Background: an optimization exercise with open tools, aiming at small area and a short achievable clock period. Do not read the settings as production practice. No functional check of the RTL was part of any run shown here.

## flow/design.v (module list and top-level ports; edited modules follow where they fit)
// module SRGL: 6652 lines
// module srgl_fa: 4 lines
// module srgl_nor: 3 lines
// module srgl_dec: 18 lines
// module srgl_inv: 3 lines
// module srgl_nand: 3 lines
// module srgl_nor2: 3 lines
// module srgl_andn: 3 lines
// module srgl_orn: 3 lines
// module srgl_aoi: 3 lines
// module srgl_oai: 3 lines
// module srgl_ha: 4 lines
module SRGL(
    input wire clk,
    input wire reset,
    input wire mov,
    input wire signed [31:0] mpu_valor,
    input wire [7:0] letra_base,
    input wire mpu_valid,
    output reg ready,
    output reg [7:0] letra_final
);
  // ...
==> flow/run.sh <==
#!/bin/bash
# synth_recipe.tcl (not shown) runs the flow's synth.tcl, then flattens the netlist and writes it again
# the make line also repeats each setting of config.mk as NAME=value (left out here)
make -C /OpenROAD-flow-scripts/flow DESIGN_CONFIG=/design/flow/config.mk WORK_HOME=/design/flow/orfs CLKGATE_MAP_FILE= SYNTH_SCRIPT=/design/flow/synth_recipe.tcl finish
==> flow/config.mk <==
export PLATFORM = sky130hd
export DESIGN_NAME = SRGL
export DESIGN_NICKNAME = SRGL
export VERILOG_FILES = /design/flow/design.v
export SDC_FILE = /design/flow/constraint.sdc
export NUM_CORES = 4
export LEC_CHECK = 0
export ABC_AREA = 1
export CAP_MARGIN = 20
export CORE_MARGIN = 2
export CORE_UTILIZATION = 65
export CTS_CLUSTER_DIAMETER = 80
export CTS_CLUSTER_SIZE = 30
export PLACE_DENSITY = 0.75
export SLEW_MARGIN = 20
export SYNTH_HIERARCHICAL = 1
export SYNTH_MINIMUM_KEEP_SIZE = 0
==> flow/constraint.sdc <==
create_clock -name core_clock -period 90.0 [get_ports {clk}]
set_input_delay 18.0000 -clock core_clock [delete_from_list [all_inputs] [get_ports {clk}]]
set_output_delay 18.0000 -clock core_clock [all_outputs]
set_load 0.01 [all_outputs]
==> impl_metrics.env, run 1 <==
export IMPL_fp_dieW_um=274
export IMPL_placement_cell_area_sq_um=49300
export IMPL_via_per_inst=5.81
export IMPL_largest_reg_flops=21
export IMPL_tightest_slew_ns=1.02
export IMPL_met2_length_um=52600
export IMPL_portBuffers=36
export IMPL_period_needed_ns=29.82
export IMPL_buffer_area_share_pct=1.29
export IMPL_clkbuf_count=38
export IMPL_num_antenna_cells=0
export IMPL_vias=29042
export IMPL_grt_max_degree=162
export IMPL_wl_met3_um=7820
export IMPL_dieArea_sq_um=75100
export IMPL_whs_path_depth=0
export IMPL_setup_viol=0
export IMPL_wl_per_cell_um=22.6
export IMPL_synth_cells=3930
export IMPL_drt_first_pass_iters=5
export IMPL_status="complete, no violations"
export IMPL_fmax_mhz=33.5
export IMPL_antenna_found_initial=1
export IMPL_drc_errors=0
export IMPL_worstPathRequired_ns=90.54
export IMPL_wirelength_um=113000
export IMPL_final_cell_mix="fa_1, nor2_1, edfxtp_1, xor2_1, nand2_1"
export IMPL_ys_warn_count=7
export IMPL_seqCellArea_sq_um=14000
export IMPL_htreeDepth=2
export IMPL_fillers=5216
export IMPL_grt_overflow_total=0
export IMPL_drive_gt1_share_pct=8.67
export IMPL_reg2reg_slack_ns=67.97
==> inputs of run 2 (changes only) <==
--- a/flow/design.v
+++ b/flow/design.v
@@ -3828,77 +3828,123 @@
 wire fs3697;
 wire fc3698;
 wire fs3699;
 wire fc3700;
 wire fs3701;
 wire fc3702;
 wire hs3703;
 wire hc3704;
-wire fs3705;
-wire fc3706;
-wire fs3707;
-wire fc3708;
-wire fs3709;
-wire fc3710;
-wire fs3711;
-wire fc3712;
-wire fs3713;
-wire fc3714;
-wire fs3715;
-wire fc3716;
-wire fs3717;
-wire fc3718;
-wire fs3719;
-wire fc3720;
-wire fs3721;
-wire fc3722;
-wire fs3723;
-wire fc3724;
-wire fs3725;
-wire fc3726;
-wire fs3727;
-wire fc3728;
-wire fs3729;
-wire fc3730;
-wire fs3731;
-wire fc3732;
-wire fs3733;
-wire fc3734;
-wire fs3735;
-wire fc3736;
-wire fs3737;
-wire fc3738;
-wire fs3739;
-wire fc3740;
-wire fs3741;
-wire fc3742;
-wire xs3743;
-srgl_ha u_hs3703 (.a(acc_base[0]), .b(x[0]), .s(hs3703), .co(hc3704));
-srgl_fa u_fs3705 (.a(acc_base[1]), .b(x[1]), .c(hc3704), .s(fs3705), .co(fc3706));
-srgl_fa u_fs3707 (.a(acc_base[2]), .b(x[2]), .c(fc3706), .s(fs3707), .co(fc3708));
-srgl_fa u_fs3709 (.a(acc_base[3]), .b(x[3]), .c(fc3708), .s(fs3709), .co(fc3710));
-srgl_fa u_fs3711 (.a(acc_base[4]), .b(x[4]), .c(fc3710), .s(fs3711), .co(fc3712));
-srgl_fa u_fs3713 (.a(acc_base[5]), .b(x[5]), .c(fc3712), .s(fs3713), .co(fc3714));
-srgl_fa u_fs3715 (.a(acc_base[6]), .b(x[6]), .c(fc3714), .s(fs3715), .co(fc3716));
-srgl_fa u_fs3717 (.a(acc_base[7]), .b(x[7]), .c(fc3716), .s(fs3717), .co(fc3718));
-srgl_fa u_fs3719 (.a(acc_base[8]), .b(x[8]), .c(fc3718), .s(fs3719), .co(fc3720));
-srgl_fa u_fs3721 (.a(acc_base[9]), .b(x[9]), .c(fc3720), .s(fs3721), .co(fc3722));
-srgl_fa u_fs3723 (.a(acc_base[10]), .b(x[10]), .c(fc3722), .s(fs3723), .co(fc3724));
-srgl_fa u_fs3725 (.a(acc_base[11]), .b(x[11]), .c(fc3724), .s(fs3725), .co(fc3726));
-srgl_fa u_fs3727 (.a(acc_base[12]), .b(x[12]), .c(fc3726), .s(fs3727), .co(fc3728));
-srgl_fa u_fs3729 (.a(acc_base[13]), .b(x[13]), .c(fc3728), .s(fs3729), .co(fc3730));
-srgl_fa u_fs3731 (.a(acc_base[14]), .b(x[14]), .c(fc3730), .s(fs3731), .co(fc3732));
-srgl_fa u_fs3733 (.a(acc_base[15]), .b(x[15]), .c(fc3732), .s(fs3733), .co(fc3734));
-srgl_fa u_fs3735 (.a(acc_base[16]), .b(x[15]), .c(fc3734), .s(fs3735), .co(fc3736));
-srgl_fa u_fs3737 (.a(acc_base[17]), .b(x[15]), .c(fc3736), .s(fs3737), .co(fc3738));
-srgl_fa u_fs3739 (.a(acc_base[18]), .b(x[15]), .c(fc3738), .s(fs3739), .co(fc3740));
-srgl_fa u_fs3741 (.a(acc_base[19]), .b(x[15]), .c(fc3740), .s(fs3741), .co(fc3742));
-assign xs3743 = acc_base[20] ^ x[15] ^ fc3742;
-assign acc_next = {xs3743, fs3741, fs3739, fs3737, fs3735, fs3733, fs3731, fs3729, fs3727, fs3725, fs3723, fs3721, fs3719, fs3717, fs3715, fs3713, fs3711, fs3709, fs3707, fs3705, hs3703};
+wire hs3705;
+wire hc3706;
+wire hs3707;
+wire hc3708;
+wire hs3709;
+wire hc3710;
+wire hs3711;
+wire hc3712;
+wire hs3713;
+wire hc3714;
+wire hs3715;
+wire hc3716;
+wire hs3717;
+wire hc3718;
+wire hs3719;
+wire hc3720;
+wire hs3721;
+wire hc3722;
+wire hs3723;
+wire hc3724;
+wire hs3725;
+wire hc3726;
+wire hs3727;
+wire hc3728;
+wire g3729;
+wire g3730;
+wire g3731;
+wire g3732;
+wire g3733;
+wire g3734;
+wire g3735;
+wire g3736;
+wire g3737;
+wire g3738;
+wire g3739;
+wire g3740;
+wire g3741;
+wire g3742;
+wire g3743;
+wire g3744;
+wire g3745;
+wire g3746;
+wire g3747;
+wire g3748;
+wire hs3749;
+wire hc3750;
+wire fs3751;
+wire fc3752;
+wire fs3753;
+wire fc3754;
+wire fs3755;
+wire fc3756;
+wire fs3757;
+wire fc3758;
+wire fs3759;
+wire fc3760;
+wire fs3761;
+wire fc3762;
+wire fs3763;
+wire fc3764;
+wire fs3765;
+wire fc3766;
+wire fs3767;
+wire fc3768;
+wire fs3769;
+wire fc3770;
+wire fs3771;
+wire fc3772;
+wire fs3773;
+wire fc3774;
+wire fs3775;
+wire fc3776;
+wire fs3777;
+wire fc3778;
+wire fs3779;
+wire fc3780;
+wire fs3781;
+wire fc3782;
+wire fs3783;
+wire fc3784;
+wire fs3785;
+wire fc3786;
+wire fs3787;
+wire fc3788;
+wire xs3789;
+srgl_ha u_hs3749 (.a(acc_base[0]), .b(x[0]), .s(hs3749), .co(hc3750));
+srgl_fa u_fs3751 (.a(acc_base[1]), .b(x[1]), .c(hc3750), .s(fs3751), .co(fc3752));
+srgl_fa u_fs3753 (.a(acc_base[2]), .b(x[2]), .c(fc3752), .s(fs3753), .co(fc3754));
+srgl_fa u_fs3755 (.a(acc_base[3]), .b(x[3]), .c(fc3754), .s(fs3755), .co(fc3756));
+srgl_fa u_fs3757 (.a(acc_base[4]), .b(x[4]), .c(fc3756), .s(fs3757), .co(fc3758));
+srgl_fa u_fs3759 (.a(acc_base[5]), .b(x[5]), .c(fc3758), .s(fs3759), .co(fc3760));
+srgl_fa u_fs3761 (.a(acc_base[6]), .b(x[6]), .c(fc3760), .s(fs3761), .co(fc3762));
+srgl_fa u_fs3763 (.a(acc_base[7]), .b(x[7]), .c(fc3762), .s(fs3763), .co(fc3764));
+srgl_fa u_fs3765 (.a(acc_base[8]), .b(x[8]), .c(fc3764), .s(fs3765), .co(fc3766));
+srgl_fa u_fs3767 (.a(acc_base[9]), .b(x[9]), .c(fc3766), .s(fs3767), .co(fc3768));
+srgl_fa u_fs3769 (.a(acc_base[10]), .b(x[10]), .c(fc3768), .s(fs3769), .co(fc3770));
+srgl_fa u_fs3771 (.a(acc_base[11]), .b(x[11]), .c(fc3770), .s(fs3771), .co(fc3772));
+srgl_fa u_fs3773 (.a(acc_base[12]), .b(x[12]), .c(fc3772), .s(fs3773), .co(fc3774));
+srgl_fa u_fs3775 (.a(acc_base[13]), .b(x[13]), .c(fc3774), .s(fs3775), .co(fc3776));
+srgl_fa u_fs3777 (.a(acc_base[14]), .b(x[14]), .c(fc3776), .s(fs3777), .co(fc3778));
+srgl_fa u_fs3779 (.a(acc_base[15]), .b(x[15]), .c(fc3778), .s(fs3779), .co(fc3780));
+srgl_fa u_fs3781 (.a(acc_base[16]), .b(x[15]), .c(fc3780), .s(fs3781), .co(fc3782));
+srgl_fa u_fs3783 (.a(acc_base[17]), .b(x[15]), .c(fc3782), .s(fs3783), .co(fc3784));
+srgl_fa u_fs3785 (.a(acc_base[18]), .b(x[15]), .c(fc3784), .s(fs3785), .co(fc3786));
+srgl_fa u_fs3787 (.a(acc_base[19]), .b(x[15]), .c(fc3786), .s(fs3787), .co(fc3788));
+assign xs3789 = acc_base[20] ^ x[15] ^ fc3788;
+assign acc_next = {xs3789, fs3787, fs3785, fs3783, fs3781, fs3779, fs3777, fs3775, fs3773, fs3771, fs3769, fs3767, fs3765, fs3763, fs3761, fs3759, fs3757, fs3755, fs3753, fs3751, hs3749};
 assign fs1 = ~(acc[0] ^ nrem[0]);
 assign fc2 = acc[0] | nrem[0];
 srgl_fa u_fs3 (.a(acc[1]), .b(nrem[1]), .c(fc2), .s(fs3), .co(fc4));
 srgl_fa u_fs5 (.a(acc[2]), .b(nrem[2]), .c(fc4), .s(fs5), .co(fc6));
 srgl_fa u_fs7 (.a(acc[3]), .b(nrem[3]), .c(fc6), .s(fs7), .co(fc8));
 srgl_fa u_fs9 (.a(acc[4]), .b(nrem[4]), .c(fc8), .s(fs9), .co(fc10));
 srgl_fa u_fs11 (.a(acc[5]), .b(nrem[5]), .c(fc10), .s(fs11), .co(fc12));
 srgl_fa u_fs13 (.a(acc[6]), .b(nrem[5]), .c(fc12), .s(fs13), .co(fc14));
@@ -6622,18 +6668,50 @@
 srgl_fa u_fs3691 (.a(fc3626), .b(fs3665), .c(fc3664), .s(fs3691), .co(fc3692));
 srgl_fa u_fs3693 (.a(fc3630), .b(fs3667), .c(fc3666), .s(fs3693), .co(fc3694));
 srgl_fa u_fs3695 (.a(fc3634), .b(fs3669), .c(fc3668), .s(fs3695), .co(fc3696));
 srgl_fa u_fs3697 (.a(fc3638), .b(fs3671), .c(fc3670), .s(fs3697), .co(fc3698));
 srgl_fa u_fs3699 (.a(fc3642), .b(fs3673), .c(fc3672), .s(fs3699), .co(fc3700));
 srgl_fa u_fs3701 (.a(fc3646), .b(fs3675), .c(fc3674), .s(fs3701), .co(fc3702));
 wire [12:0] row_a = {fs3701, fs3699, fs3697, fs3695, fs3693, fs3691, fs3689, fs3687, fs3685, fs3683, fs3681, fs3679, hs3651};
 wire [12:0] row_b = {fc3700, fc3698, fc3696, fc3694, fc3692, fc3690, fc3688, fc3686, fc3684, fc3682, fc3680, hc3678, hs3677};
-wire [13:0] row_sum = {1'b0, row_a} + {1'b0, row_b};
-wire big = fc3054 | fc3056 | fc3058 | fc3262 | fc3264 | fc3266 | fc3268 | fc3270 | fc3272 | fc3274 | fc3276 | fc3278 | fc3416 | fc3418 | fc3420 | fc3422 | fc3424 | fc3426 | fc3518 | fc3520 | fc3522 | fc3524 | fc3596 | fc3598 | fc3600 | fc3648 | fc3650 | fc3676 | fc3702 | sat156 | sat261 | sat361 | sat460 | sat565 | sat664 | sat761 | sat866 | sat971 | sat1076 | sat1179 | sat1284 | sat1384 | sat1471 | sat1565 | sat1659 | sat1753 | sat1843 | sat1945 | sat2043 | sat2145 | sat2237 | sat2327 | sat2416 | sat2510 | sat2602 | sat2694 | sat2786 | sat2875 | sat2969 | row_sum[13];
+srgl_ha u_hs3703 (.a(hs3651), .b(hs3677), .s(hs3703), .co(hc3704));
+srgl_ha u_hs3705 (.a(fs3679), .b(hc3678), .s(hs3705), .co(hc3706));
+srgl_ha u_hs3707 (.a(fs3681), .b(fc3680), .s(hs3707), .co(hc3708));
+srgl_ha u_hs3709 (.a(fs3683), .b(fc3682), .s(hs3709), .co(hc3710));
+srgl_ha u_hs3711 (.a(fs3685), .b(fc3684), .s(hs3711), .co(hc3712));
+srgl_ha u_hs3713 (.a(fs3687), .b(fc3686), .s(hs3713), .co(hc3714));
+srgl_ha u_hs3715 (.a(fs3689), .b(fc3688), .s(hs3715), .co(hc3716));
+srgl_ha u_hs3717 (.a(fs3691), .b(fc3690), .s(hs3717), .co(hc3718));
+srgl_ha u_hs3719 (.a(fs3693), .b(fc3692), .s(hs3719), .co(hc3720));
+srgl_ha u_hs3721 (.a(fs3695), .b(fc3694), .s(hs3721), .co(hc3722));
+srgl_ha u_hs3723 (.a(fs3697), .b(fc3696), .s(hs3723), .co(hc3724));
+srgl_ha u_hs3725 (.a(fs3699), .b(fc3698), .s(hs3725), .co(hc3726));
+srgl_ha u_hs3727 (.a(fs3701), .b(fc3700), .s(hs3727), .co(hc3728));
+srgl_ao21 u_g3729 (.a(hs3705), .b(hc3704), .c(hc3706), .y(g3729));
+srgl_ao21 u_g3730 (.a(hs3709), .b(hc3708), .c(hc3710), .y(g3730));
+srgl_and2 u_g3731 (.a(hs3709), .b(hs3707), .y(g3731));
+srgl_ao21 u_g3732 (.a(g3731), .b(g3729), .c(g3730), .y(g3732));
+srgl_ao21 u_g3733 (.a(hs3713), .b(hc3712), .c(hc3714), .y(g3733));
+srgl_and2 u_g3734 (.a(hs3713), .b(hs3711), .y(g3734));
+srgl_ao21 u_g3735 (.a(hs3715), .b(g3733), .c(hc3716), .y(g3735));
+srgl_and2 u_g3736 (.a(hs3715), .b(g3734), .y(g3736));
+srgl_ao21 u_g3737 (.a(g3736), .b(g3732), .c(g3735), .y(g3737));
+srgl_ao21 u_g3738 (.a(hs3719), .b(hc3718), .c(hc3720), .y(g3738));
+srgl_and2 u_g3739 (.a(hs3719), .b(hs3717), .y(g3739));
+srgl_ao21 u_g3740 (.a(hs3721), .b(g3738), .c(hc3722), .y(g3740));
+srgl_and2 u_g3741 (.a(hs3721), .b(g3739), .y(g3741));
+srgl_ao21 u_g3742 (.a(hs3725), .b(hc3724), .c(hc3726), .y(g3742));
+srgl_and2 u_g3743 (.a(hs3725), .b(hs3723), .y(g3743));
+srgl_ao21 u_g3744 (.a(hs3727), .b(g3742), .c(hc3728), .y(g3744));
+srgl_and2 u_g3745 (.a(hs3727), .b(g3743), .y(g3745));
+srgl_ao21 u_g3746 (.a(g3745), .b(g3740), .c(g3744), .y(g3746));
+srgl_and2 u_g3747 (.a(g3745), .b(g3741), .y(g3747));
+srgl_ao21 u_g3748 (.a(g3747), .b(g3737), .c(g3746), .y(g3748));
+wire big = fc3054 | fc3056 | fc3058 | fc3262 | fc3264 | fc3266 | fc3268 | fc3270 | fc3272 | fc3274 | fc3276 | fc3278 | fc3416 | fc3418 | fc3420 | fc3422 | fc3424 | fc3426 | fc3518 | fc3520 | fc3522 | fc3524 | fc3596 | fc3598 | fc3600 | fc3648 | fc3650 | fc3676 | fc3702 | sat156 | sat261 | sat361 | sat460 | sat565 | sat664 | sat761 | sat866 | sat971 | sat1076 | sat1179 | sat1284 | sat1384 | sat1471 | sat1565 | sat1659 | sat1753 | sat1843 | sat1945 | sat2043 | sat2145 | sat2237 | sat2327 | sat2416 | sat2510 | sat2602 | sat2694 | sat2786 | sat2875 | sat2969 | g3748;
 wire match = ~big & span_ok;
 wire is_model = (letra_base == "D") | (letra_base == "H") | (letra_base == "F") | (letra_base == "L");
 reg [7:0] target;
 always @(*) begin
     case (msel)
         2'd0: target = "Z";
         2'd1: target = "T";
         2'd2: target = "K";
@@ -6670,16 +6748,22 @@
 assign mf[9] = b[3] ? b[2] : ~b[1];
 assign mf[10] = b[3] ? b[2] : b[1];
 assign mf[11] = b[3] ? b[2] : 1'b1;
 assign mf[12] = b[3] ? 1'b1 : 1'b0;
 assign mf[13] = b[3] ? 1'b1 : ~b[1];
 assign mf[14] = b[3] ? 1'b1 : b[1];
 assign mf[15] = b[3] ? 1'b1 : 1'b1;
 endmodule
+module srgl_ao21(input wire a, input wire b, input wire c, output wire y);
+assign y = (a & b) | c;
+endmodule
+module srgl_and2(input wire a, input wire b, output wire y);
+assign y = a & b;
+endmodule
 module srgl_inv(input wire a, output wire y);
 assign y = ~a;
 endmodule
 module srgl_nand(input wire a, input wire b, output wire y);
 assign y = ~(a & b);
 endmodule
 module srgl_nor2(input wire a, input wire b, output wire y);
 assign y = ~(a | b);
==> run 2 against run 1 <==
  * Hold slack better by 0.0037 ns
  * Clock skew is 0.0086 ns lower
  * Setup slack worse by 0.18 ns
  * Critical path depth is 2 higher
  * Flip-flop and latch count stayed put
  * Count of clock-buffer cells in the layout is 1 lower
  * Global-route usage is 0.22 points lower
  * Largest cell class unchanged
==> impl_metrics.env, run 2 <==
export IMPL_num_antenna_cells=0
export IMPL_hpwl_um=89000
export IMPL_die_h_um=274
export IMPL_cp_common_cell="nand2_1"
export IMPL_core_area_sq_um=71700
export IMPL_row_count=98
export IMPL_cpLargestDelayFamily="adder cells"
export IMPL_drv_cap=0
export IMPL_ant_nets=0
export IMPL_cts_root_buf="clkbuf_16"
export IMPL_hold_viol_final=0
export IMPL_portBuffers=36
export IMPL_status="complete, no violations"
export IMPL_clock_path_buffers=3
export IMPL_post_cts_buffers=0
export IMPL_final_cell_mix="fa_1, nor2_1, edfxtp_1, xor2_1, nand2_1"
export IMPL_via_per_inst=5.75
export IMPL_arrival_ns=30.52
export IMPL_vias=28686
export IMPL_min_delay_path_class="reg2reg"
export IMPL_drc_errors=0
export IMPL_wirelength_um=111000
export IMPL_syn_area_sq_um=47300
export IMPL_gp_congestion=0.882
export IMPL_period_needed_ns=30.00
export IMPL_cts_resized=0
export IMPL_cts_made_buffers=36
export IMPL_setup_viol=0
export IMPL_syn_avg_cell_area_sq_um=12.0
export IMPL_placement_cell_area_sq_um=49200
export IMPL_worst_setup_path_start_kind="input port"
export IMPL_skew_ns=0.0224
export IMPL_path_clk_slew_ns=0.09
export IMPL_wl_per_cell_um=22.2
export IMPL_worstPathRequired_ns=90.52
export IMPL_grt_pass1_wl_um=174000
export IMPL_pin_count=53
export IMPL_slowest_delay_ns=0.64
export IMPL_instances_no_fill=4991
export IMPL_setup_tns_ns=0
export IMPL_grt_overflow_total=0
export IMPL_cp_max_fo=45
export IMPL_antenna_found_initial=0
export IMPL_stdcell_area_sq_um=50400
export IMPL_rsz0062_at_grt="no"
export IMPL_drv_slew=0
export IMPL_drive_gt1_share_pct=9.08
export IMPL_htreeDepth=2
export IMPL_initial_core_util_pct=66.0
export IMPL_tightest_slew_ns=1.05
export IMPL_fp_dieW_um=274
export IMPL_dr_first_iter_drc_count=2451
export IMPL_critPathBufInv=5
export IMPL_top_register="acc"
export IMPL_fmax_mhz=33.3
export IMPL_dieArea_sq_um=75000
export IMPL_ys_warn_count=7
export IMPL_grt_pass1_vias=30300
export IMPL_syn_nets=5058
export IMPL_crit_path_end_kind="register"
export IMPL_dp_cells=4928
export IMPL_synth_cells=3937
export IMPL_slew_headroom_pct=29.9
export IMPL_cp_slowest_cell="fa_1"
export IMPL_grt_use_total_pct=31.4
export IMPL_synthToLayoutAreaGrowth_pct=6.60
export IMPL_final_nets=5137
export IMPL_drt_first_pass_iters=5
export IMPL_cts_sinks=470
export IMPL_cts_tree="done"
export IMPL_grt_max_degree=154
export IMPL_cts_hold_buf=0
export IMPL_largest_reg_flops=21
export IMPL_final_common_cell="fa_1"
export IMPL_period_share_pct=33.3
export IMPL_path_class="in2reg"
export IMPL_clkLatencyLatePin_ns=0.59
==> run 2: area by class of cell <==
class	instances	area, sq um
clock inverters	26	353
inverters	264	992
clock buffers	37	926
multi-input cells	3174	32300
flip-flops and latches	470	14000
fillers	5059	21300
repair buffers	70	623
well taps	950	1190
==> run 2: layer usage <==
layer | routed length, um | track usage, % | share of wire, %
met5 | 0 | 0 | 0
met4 | 3680 | 9.53 | 3.3
met3 | 8580 | 5.11 | 7.7
met2 | 50700 | 48.8 | 46
met1 | 47800 | 45.9 | 43
==> run 2: metrics by stage <==
stage	worst slack [ns]	hold WS, ns	util [%]
floorplan	50.59	0.375	-
global placement	59.69	0.441	68.5
detailed placement	59.55	0.444	68.5
CTS	60.15	0.466	70.3
global route	59.46	0.479	70.3
finish	60.00	0.465	70.3
==> run 2: final timing paths <==
check                      cells after the start     startpoint        endpoint  slack (ns)
setup / recovery                              47  letra_base[2]  letra_final[4]       60.00
min in group asynchronous                      2          reset  letra_final[7]       17.80
hold reg to reg                                0    buffer_full           ready        0.47
setup reg to reg                              80        acc[20]  letra_final[4]       67.50
max in group asynchronous                      2          reset    write_ptr[1]       71.77
hold / removal                                 0    buffer_full           ready        0.47

[re-timing with driven ports]
The results above use ideal ports. As a check the final layouts listed here were re-extracted and re-timed, cells and wires unchanged.
Step 1 sets driving cells, clkbuf_16 on the clock port and buf_2 on the other inputs (assumed; they add their load-dependent delay and slew).
Step 2 adds t to the input delays and takes it off the output delays; t is the mean of the earliest and latest rising clock arrival at the registers after step 1. Input paths then give back, and output paths get back, about the clock's delay inside the block.
Three values: ideal ports, drivers, drivers and shift; two values: the first two.
run | t, ns | setup WS [ns] | worst setup path at the end | worst data-port slew with drivers (ns) | pins driven straight from the clock port
run 1 | 0.655 | 60.179 / 60.221 / 59.565 | input to register | 0.04 | 1
run 2 | 0.641 | 59.999 / 60.038 / 59.396 | input to register | 0.04 | 1
After both steps setup and hold are still met in every run listed. The setup slack of run 1, which loses most, moves by +0.042 ns with the drivers and by -0.614 ns with both steps.
